What follows belongs to an exercise in optimizing a design on an open flow for small area and a short achievable clock period; a production flow would make more cautious choices. RTL that was checked went through simulation tests only; none was proved equivalent to the original. The flow treats the clock pin as an ideal source, which a real chip does not have.

Design montgomery_top, start of the top module:
module montgomery_top (
    input           clk     ,
    input           rst_n   ,
    input           en      ,
    input   [11:0]  a       ,
    input   [11:0]  b       ,
    output          busy    ,
    output          done    ,
    output  [11:0]  r
);
Size in the first run: roughly 950 cells after synthesis, ~41 I/O pins.
Settings: LEC_CHECK=0, CAP_MARGIN=20, CORE_MARGIN=2, CORE_UTILIZATION=40, SLEW_MARGIN=20; clock period 8.0 ns.
run.sh (not shown) runs the stock make flow with config.mk's settings and CLKGATE_MAP_FILE= SYNTH_SCRIPT=/design/flow/synth_recipe.tcl, a recipe that flattens the netlist after the stock synthesis.
The starting point produced a clean layout.
==> next run, changes <==
- ABC_CLOCK_PERIOD_IN_PS: default -> 3500
- SETUP_SLACK_MARGIN: default -> 4.4
- utilization is higher by 3.5 points
- via count rose by 2.3%
- wire length increases by 4.3%
- global-route usage hardly moves
- clock-buffer cell count falls by 1
- setup slack gains 0.49 ns
- die area stays the same

---

Another version of the RTL of montgomery_top (not shown whole).
For scale: about 700 cells after synthesis, roughly 130 flip-flops, roughly 41 I/O pins, roughly 0.0082 mm2 of cells after synthesis.
==> flow/config.mk <==
export PLATFORM = sky130hd
export DESIGN_NAME = montgomery_top
export DESIGN_NICKNAME = montgomery_top
export VERILOG_FILES = /design/flow/design.v
export SDC_FILE = /design/flow/constraint.sdc
export NUM_CORES = 4
export LEC_CHECK = 0
export ABC_CLOCK_PERIOD_IN_PS = 3500
export CAP_MARGIN = 20
export CORE_MARGIN = 2
export CORE_UTILIZATION = 65
export CTS_BUF_LIST = sky130_fd_sc_hd__clkbuf_8
export CTS_CLUSTER_SIZE = 40
export SETUP_SLACK_MARGIN = 4.6
export SLEW_MARGIN = 20
export SYNTH_HIERARCHICAL = 1
==> flow/constraint.sdc <==
create_clock -name core_clock -period 8.0 [get_ports {clk}]
set_input_delay 1.6000 -clock core_clock [delete_from_list [all_inputs] [get_ports {clk}]]
set_output_delay 1.6000 -clock core_clock [all_outputs]
set_load 0.01 [all_outputs]
standard.sh (not shown) runs the stock make flow with config.mk's settings and CLKGATE_MAP_FILE= SYNTH_SCRIPT=/design/flow/synth_recipe.tcl, a recipe that flattens the netlist after the stock synthesis.
==> flow/flow/run.sh <==
#!/bin/bash
# Standard layout, with the port buffers made from the smallest plain buffer, no
# dummy loads in the clock tree, and busy's OR rebuilt as nor2 + inv (busy.tcl).
set -euo pipefail
here=$(pwd)
bash standard.sh "BUFFER_PORTS_ARGS=-buffer_cell sky130_fd_sc_hd__buf_1" \
  "CTS_ARGS=-sink_clustering_enable -repair_clock_nets -dont_use_dummy_load -sink_clustering_size 40 -buf_list sky130_fd_sc_hd__clkbuf_8" \
  "PRE_GLOBAL_PLACE_TCL=$here/flow/busy.tcl" "PRE_CTS_TCL=$here/flow/cts_pre.tcl" \
  finish > standard_flow.log 2>&1
==> flow/flow/busy.tcl <==
# Before global placement: rebuild busy = en | done as nor2 + inv, which is
# faster than an or2 on the input-to-output path. Same function.
set drv ""
foreach pin [get_pins -of_objects [get_nets busy]] {
  if {[get_property $pin direction] == "output"} { set drv $pin }
}
if {$drv != ""} {
  set inst [get_cells -of_objects $drv]
  set cell [get_property $inst ref_name]
  if {[string match "sky130_fd_sc_hd__or2_*" $cell]} {
    set name [get_property $inst name]
    set na [get_nets -of_objects [get_pins $name/A]]
    set nb [get_nets -of_objects [get_pins $name/B]]
    set ny [get_nets -of_objects [get_pins $name/X]]
    delete_instance $name
    set mid [make_net busy_nor_n]
    make_instance busy_nor sky130_fd_sc_hd__nor2_2
    make_instance busy_inv sky130_fd_sc_hd__inv_2
    connect_pin $na busy_nor/A
    connect_pin $nb busy_nor/B
    connect_pin $mid busy_nor/Y
    connect_pin $mid busy_inv/A
    connect_pin $ny busy_inv/Y
    foreach p {busy_nor/A busy_nor/B busy_nor/Y busy_inv/A busy_inv/Y} {
      if {[get_nets -quiet -of_objects [get_pins $p]] == ""} { error "busy.tcl: $p not connected" }
    }
    puts "busy.tcl: replaced $name ($cell) by nor2 + inv"
  }
}
==> flow/flow/cts_pre.tcl <==
set_max_fanout 40 [current_design]
The starting point completed without violations.
==> next run, changes <==
--- a/flow/flow/run.sh
+++ b/flow/flow/run.sh
@@ -6,4 +6,4 @@
 bash standard.sh "BUFFER_PORTS_ARGS=-buffer_cell sky130_fd_sc_hd__buf_1" \
   "CTS_ARGS=-sink_clustering_enable -repair_clock_nets -dont_use_dummy_load -sink_clustering_size 40 -buf_list sky130_fd_sc_hd__clkbuf_8" \
-  "PRE_GLOBAL_PLACE_TCL=$here/flow/busy.tcl" "PRE_CTS_TCL=$here/flow/cts_pre.tcl" \
+  "PRE_GLOBAL_PLACE_TCL=$here/flow/busy.tcl" \
   finish > standard_flow.log 2>&1
--- a/flow/config.mk
+++ b/flow/config.mk
@@ -12,5 +12,5 @@
 export CTS_BUF_LIST = sky130_fd_sc_hd__clkbuf_8
 export CTS_CLUSTER_SIZE = 40
-export SETUP_SLACK_MARGIN = 4.6
+export SETUP_SLACK_MARGIN = 4.4
 export SLEW_MARGIN = 20
 export SYNTH_HIERARCHICAL = 1
removed: flow/flow/cts_pre.tcl
- The changed run completed without violations
- worst setup slack loses 48 ps
- global-route usage drops by 0.53 points
- wire length went down by 1.1%
- synthesized area stays the same
- cell area came out lower by 1.5%
- worst hold slack barely changes
- via count is lower by 1.1%
- register-to-register slack degrades by 50 ps

---

## run 1
Starting RTL as in the previous note.
clock: 8.0 ns
lec_check: 0
abc_clock_period_in_ps: 3500
cap_margin: 20
core_margin: 2
core_utilization: 65
cts_buf_list: sky130_fd_sc_hd__clkbuf_8
cts_cluster_size: 40
place_density: 0.75
setup_slack_margin: 4.6
slew_margin: 20
synth_hierarchical: 1
==> flow/flow/run.sh <==
#!/bin/bash
# Standard layout, with the port buffers made from the smallest plain buffer, no
# dummy loads in the clock tree, and busy's OR rebuilt as nor2 + inv (busy.tcl).
set -euo pipefail
here=$(pwd)
bash standard.sh "BUFFER_PORTS_ARGS=-buffer_cell sky130_fd_sc_hd__buf_1" \
  "CTS_ARGS=-sink_clustering_enable -repair_clock_nets -dont_use_dummy_load -sink_clustering_size 40 -buf_list sky130_fd_sc_hd__clkbuf_8" \
  "PRE_GLOBAL_PLACE_TCL=$here/flow/busy.tcl" \
  finish > standard_flow.log 2>&1
Scripts as last shown in full above: flow/flow/busy.tcl
#### Input delta (run 2 over run 1)
diff --git a/flow/config.mk b/flow/config.mk
--- a/flow/config.mk
+++ b/flow/config.mk
@@ -12,5 +12,4 @@
 export CTS_BUF_LIST = sky130_fd_sc_hd__clkbuf_8
 export CTS_CLUSTER_SIZE = 40
-export PLACE_DENSITY = 0.75
 export SETUP_SLACK_MARGIN = 4.6
 export SLEW_MARGIN = 20
==> comparison <==
Number of detailed-route iterations in the first pass: run 2 vs run 1 down 2
Run 2 completed; timing, DRC and antenna clean
Looking at the reports, run 1 completed the entire flow and the layout it produced met the timing, DRC and antenna checks.
Against run 1, run 2 comes in about 1.7% lower on wire length of the first global-routing pass.
Between run 2 and run 1, the period utilization is lower for run 2.
Diff run 1 -> run 2: global-route usage -0.53 points; sequential share of layout area +0.24 points.
Final standard cell area without fillers for run 2 is lower than for run 1.
Delta (run 2 minus run 1): smallest setup slack after layout rose 27 ps, number of input and output port buffers inserted was more or less identical.
Input changes introduced in run 3 (baseline for comparison: run 2):
diff --git a/flow/config.mk b/flow/config.mk
--- a/flow/config.mk
+++ b/flow/config.mk
@@ -12,4 +12,6 @@
 export CTS_BUF_LIST = sky130_fd_sc_hd__clkbuf_8
 export CTS_CLUSTER_SIZE = 40
+export GPL_ROUTABILITY_DRIVEN = 0
+export GPL_TIMING_DRIVEN = 0
 export SETUP_SLACK_MARGIN = 4.6
 export SLEW_MARGIN = 20
==> summary.txt <==
- In run 3, the count of buffer and inverter cells on the critical path came out 1 below the value in run 2.
- In run 3 the clock slew seen by the registers of the worst setup and hold paths turned out 20 ps higher than in run 2.
- Met1 layer usage reported by global route in run 3 vs run 2: down 0.89 points
- Summary of run 3 over run 2: setup slack now smaller; routed wire length now smaller; instance count after placement with tap cells included now larger.
- Run 3 vs run 2 — post-route clock period utilization rose 0.37 points.
- Fmax: run 3 below run 2
The inputs of run 4 differ from those of run 3 as listed below.
==> flow/flow/run.sh <==
#!/bin/bash
# Standard layout, with the port buffers made from the smallest plain buffer and
# no dummy loads in the clock tree.
set -euo pipefail
bash standard.sh "BUFFER_PORTS_ARGS=-buffer_cell sky130_fd_sc_hd__buf_1" \
  "CTS_ARGS=-sink_clustering_enable -repair_clock_nets -dont_use_dummy_load -sink_clustering_size 40 -buf_list sky130_fd_sc_hd__clkbuf_8" \
  finish > standard_flow.log 2>&1
diff --git a/flow/config.mk b/flow/config.mk
--- a/flow/config.mk
+++ b/flow/config.mk
@@ -12,7 +12,5 @@
 export CTS_BUF_LIST = sky130_fd_sc_hd__clkbuf_8
 export CTS_CLUSTER_SIZE = 40
-export GPL_ROUTABILITY_DRIVEN = 0
-export GPL_TIMING_DRIVEN = 0
-export SETUP_SLACK_MARGIN = 4.6
+export SETUP_SLACK_MARGIN = 4.4
 export SLEW_MARGIN = 20
 export SYNTH_HIERARCHICAL = 1
removed: flow/flow/busy.tcl
### Flow results
From run 3 to run 4 the numbers moved as follows: total negative setup slack roughly the same; global-route usage was more or less identical; final worst slack down 46 ps. As far as post-route worst hold slack is concerned, run 3 and run 4 perform about the same.
Here is what was changed in the inputs of run 5 compared with run 4.
==> flow/flow/run.sh <==
#!/bin/bash
# Standard layout, with the port buffers made from the smallest plain buffer, no
# dummy loads in the clock tree, and busy's OR rebuilt as nor2 + inv (busy.tcl).
set -euo pipefail
here=$(pwd)
bash standard.sh "BUFFER_PORTS_ARGS=-buffer_cell sky130_fd_sc_hd__buf_1" \
  "CTS_ARGS=-sink_clustering_enable -repair_clock_nets -dont_use_dummy_load -sink_clustering_size 40 -buf_list sky130_fd_sc_hd__clkbuf_4" \
  "PRE_GLOBAL_PLACE_TCL=$here/flow/busy.tcl" \
  finish > standard_flow.log 2>&1
==> flow/flow/busy.tcl (new file) <==
# Before global placement: rebuild busy = en | done as nor2 + inv, which is
# faster than an or2 on the input-to-output path. Same function.
set drv ""
foreach pin [get_pins -of_objects [get_nets busy]] {
  if {[get_property $pin direction] == "output"} { set drv $pin }
}
if {$drv != ""} {
  set inst [get_cells -of_objects $drv]
  set cell [get_property $inst ref_name]
  if {[string match "sky130_fd_sc_hd__or2_*" $cell]} {
    set name [get_property $inst name]
    set na [get_nets -of_objects [get_pins $name/A]]
    set nb [get_nets -of_objects [get_pins $name/B]]
    set ny [get_nets -of_objects [get_pins $name/X]]
    delete_instance $name
    set mid [make_net busy_nor_n]
    make_instance busy_nor sky130_fd_sc_hd__nor2_2
    make_instance busy_inv sky130_fd_sc_hd__inv_2
    connect_pin $na busy_nor/A
    connect_pin $nb busy_nor/B
    connect_pin $mid busy_nor/Y
    connect_pin $mid busy_inv/A
    connect_pin $ny busy_inv/Y
    foreach p {busy_nor/A busy_nor/B busy_nor/Y busy_inv/A busy_inv/Y} {
      if {[get_nets -quiet -of_objects [get_pins $p]] == ""} { error "busy.tcl: $p not connected" }
    }
    puts "busy.tcl: replaced $name ($cell) by nor2 + inv"
  }
}
diff --git a/flow/config.mk b/flow/config.mk
--- a/flow/config.mk
+++ b/flow/config.mk
@@ -12,5 +12,5 @@
 export CTS_BUF_LIST = sky130_fd_sc_hd__clkbuf_8
 export CTS_CLUSTER_SIZE = 40
-export SETUP_SLACK_MARGIN = 4.4
+export SETUP_SLACK_MARGIN = 4.6
 export SLEW_MARGIN = 20
 export SYNTH_HIERARCHICAL = 1
Notes after the runs:
Run 5 went all the way through the flow, and no timing, DRC or antenna check failed. Height of the die: run 5 vs run 4, no meaningful difference. In run 5, clock network latency to the later pin of the worst-skew pair is higher than in run 4. Of run 5 and run 4, it is run 5 that has the higher non-filler instance count after layout. Looking at run 5 and run 4, the multi-input combinational gate total is a wash. From run 4 to run 5 the numbers moved as follows: count of antenna-violating nets left after detailed routing neither gained nor lost much; fraction of layout instances using a drive strength above 1 picked up an extra 4.9 points; final worst-path cycle share lost 0.37 points; non-clock buffer count picked up an extra 12. Run 5 reports its most common cell after layout, fill and taps aside as fa_1 while run 4 reports nand2_1. Between run 5 and run 4, it is run 5 whose via count normalized by instance count is higher, by 1.1%. Critical path endpoint: r[10] -> run 5, busy -> run 4.

---

montgomery_top, a different RTL version from the one above (not shown whole).
Size in the first run: ~130 flip-flops, ~41 I/O pins, ~0.0084 mm^2 of cells after synthesis.
clock: 8.0 ns
lec_check: 0
abc_clock_period_in_ps: 3500
cap_margin: 20
core_margin: 2
core_utilization: 65
cts_buf_list: sky130_fd_sc_hd__clkbuf_8
cts_cluster_size: 40
setup_slack_margin: 4.4
slew_margin: 20
synth_hierarchical: 1
==> flow/flow/run.sh <==
#!/bin/bash
# Standard layout, with the port buffers made from the smallest plain buffer and
# no dummy loads in the clock tree.
set -euo pipefail
bash standard.sh "BUFFER_PORTS_ARGS=-buffer_cell sky130_fd_sc_hd__buf_1" \
  "CTS_ARGS=-sink_clustering_enable -repair_clock_nets -dont_use_dummy_load -sink_clustering_size 40 -buf_list sky130_fd_sc_hd__clkbuf_8" \
  finish > standard_flow.log 2>&1
Then changed:
==> flow/flow/run.sh (replaced) <==
#!/bin/bash
# Standard layout, with the port buffers made from the smallest plain buffer, no
# dummy loads in the clock tree, and busy's OR rebuilt as nor2 + inv (busy.tcl).
set -euo pipefail
here=$(pwd)
bash standard.sh "BUFFER_PORTS_ARGS=-buffer_cell sky130_fd_sc_hd__buf_1" \
  "CTS_ARGS=-sink_clustering_enable -repair_clock_nets -dont_use_dummy_load -sink_clustering_size 40 -buf_list sky130_fd_sc_hd__clkbuf_8" \
  "PRE_GLOBAL_PLACE_TCL=$here/flow/busy.tcl" \
  finish > standard_flow.log 2>&1
==> flow/flow/busy.tcl (new file) <==
# Before global placement: rebuild busy = en | done as nor2 + inv, which is
# faster than an or2 on the input-to-output path. Same function.
set drv ""
foreach pin [get_pins -of_objects [get_nets busy]] {
  if {[get_property $pin direction] == "output"} { set drv $pin }
}
if {$drv != ""} {
  set inst [get_cells -of_objects $drv]
  set cell [get_property $inst ref_name]
  if {[string match "sky130_fd_sc_hd__or2_*" $cell]} {
    set name [get_property $inst name]
    set na [get_nets -of_objects [get_pins $name/A]]
    set nb [get_nets -of_objects [get_pins $name/B]]
    set ny [get_nets -of_objects [get_pins $name/X]]
    delete_instance $name
    set mid [make_net busy_nor_n]
    make_instance busy_nor sky130_fd_sc_hd__nor2_2
    make_instance busy_inv sky130_fd_sc_hd__inv_2
    connect_pin $na busy_nor/A
    connect_pin $nb busy_nor/B
    connect_pin $mid busy_nor/Y
    connect_pin $mid busy_inv/A
    connect_pin $ny busy_inv/Y
    foreach p {busy_nor/A busy_nor/B busy_nor/Y busy_inv/A busy_inv/Y} {
      if {[get_nets -quiet -of_objects [get_pins $p]] == ""} { error "busy.tcl: $p not connected" }
    }
    puts "busy.tcl: replaced $name ($cell) by nor2 + inv"
  }
}
SETUP_SLACK_MARGIN = 4.6   (was 4.4)
Effect: Sequential share of layout area decreases by 0.46 points; count of clock-buffer cells in the layout is unchanged; die area is unchanged; final cell count grows slightly; core utilization rose by 1.4 points; area after synthesis does not change; design area increases slightly.
No run of this note included a check of the RTL's function; only the layout flow was run.

---

montgomery_top, a different RTL version from the one above (not shown whole).
Size in the first run: about 730 cells after synthesis, roughly 140 flip-flops.
Settings: LEC_CHECK=0, ABC_CLOCK_PERIOD_IN_PS=3500, CAP_MARGIN=20, CORE_MARGIN=2, CORE_UTILIZATION=65, CTS_BUF_LIST=sky130_fd_sc_hd__clkbuf_8, CTS_CLUSTER_SIZE=40, SETUP_SLACK_MARGIN=4.4, SLEW_MARGIN=20, SYNTH_HIERARCHICAL=1; clock period 8.0 ns.
==> flow/flow/run.sh <==
#!/bin/bash
# Standard layout, with the port buffers made from the smallest plain buffer and
# no dummy loads in the clock tree.
set -euo pipefail
bash standard.sh "BUFFER_PORTS_ARGS=-buffer_cell sky130_fd_sc_hd__buf_1" \
  "CTS_ARGS=-sink_clustering_enable -repair_clock_nets -dont_use_dummy_load -sink_clustering_size 40 -buf_list sky130_fd_sc_hd__clkbuf_8" \
  finish > standard_flow.log 2>&1
The starting point finished with timing, DRC and antenna clean.
==> next run, changes <==
==> flow/flow/run.sh (replaced) <==
#!/bin/bash
# Standard layout, with the port buffers made from the smallest plain buffer and
# a clock tree of larger sink clusters without dummy loads.
set -euo pipefail
bash standard.sh "BUFFER_PORTS_ARGS=-buffer_cell sky130_fd_sc_hd__buf_1" \
  "CTS_ARGS=-sink_clustering_enable -repair_clock_nets -dont_use_dummy_load -sink_clustering_size 40 -sink_clustering_max_diameter 200 -buf_list sky130_fd_sc_hd__clkbuf_8" \
  finish > standard_flow.log 2>&1
Count of clock-buffer cells in the layout does not change.
Clock skew does not change.
Design area stays the same.
Final cell count is unchanged.
Hold slack does not change.
Worst setup slack does not change.
Sequential share of layout area does not change.
Maximum frequency stays the same.
Synthesized cell count does not change.
No run of this note included a check of the RTL's function; only the layout flow was run.

## what the ideal ports hide
In the flow no input, the clock included, has a driving cell. The finished layouts below were timed again as built, in two steps. Step 1: set_driving_cell puts a clkbuf_16 on clk and a buf_2 on each other input, an assumption about the parent block. Step 2 adds t to the input delays and takes it off the output delays; t is the mean of the earliest and latest rising clock arrival at the registers after step 1. Input paths then give back, and output paths get back, about the clock's delay inside the block. Slacks: ideal ports / drivers / drivers and shift; pairs: ideal ports / drivers.
run | t (ns) | setup slack, ns | worst register clock-pin slew, ns
the first run of note 1 | 0.392 | 3.030 / 3.030 / 3.030 | 0.08 / 0.08
the second run of note 1 | 0.391 | 3.516 / 3.516 / 3.516 | 0.08 / 0.08
the first run of note 2 | 0.463 | 4.485 / 4.440 / 4.440 | 0.08 / 0.08
the second run of note 2 | 0.457 | 4.437 / 4.437 / 4.437 | 0.07 / 0.07
run 1 | 0.475 | 4.458 / 4.422 / 4.422 | 0.08 / 0.08
run 2 | 0.463 | 4.485 / 4.440 / 4.440 | 0.08 / 0.08
run 3 | 0.463 | 4.455 / 4.436 / 4.436 | 0.08 / 0.08
run 4 | 0.463 | 4.409 / 4.385 / 4.385 | 0.07 / 0.07
run 5 | 0.550 | 4.439 / 4.404 / 4.441 | 0.12 / 0.12
the first run of note 4 | 0.474 | 4.409 / 4.388 / 4.388 | 0.07 / 0.07
the second run of note 4 | 0.470 | 4.376 / 4.376 / 4.376 | 0.07 / 0.07
the first run of note 5 | 0.464 | 4.403 / 4.382 / 4.382 | 0.07 / 0.07
the second run of note 5 | 0.464 | 4.403 / 4.382 / 4.382 | 0.07 / 0.07
After both steps setup and hold are still met in every run listed.
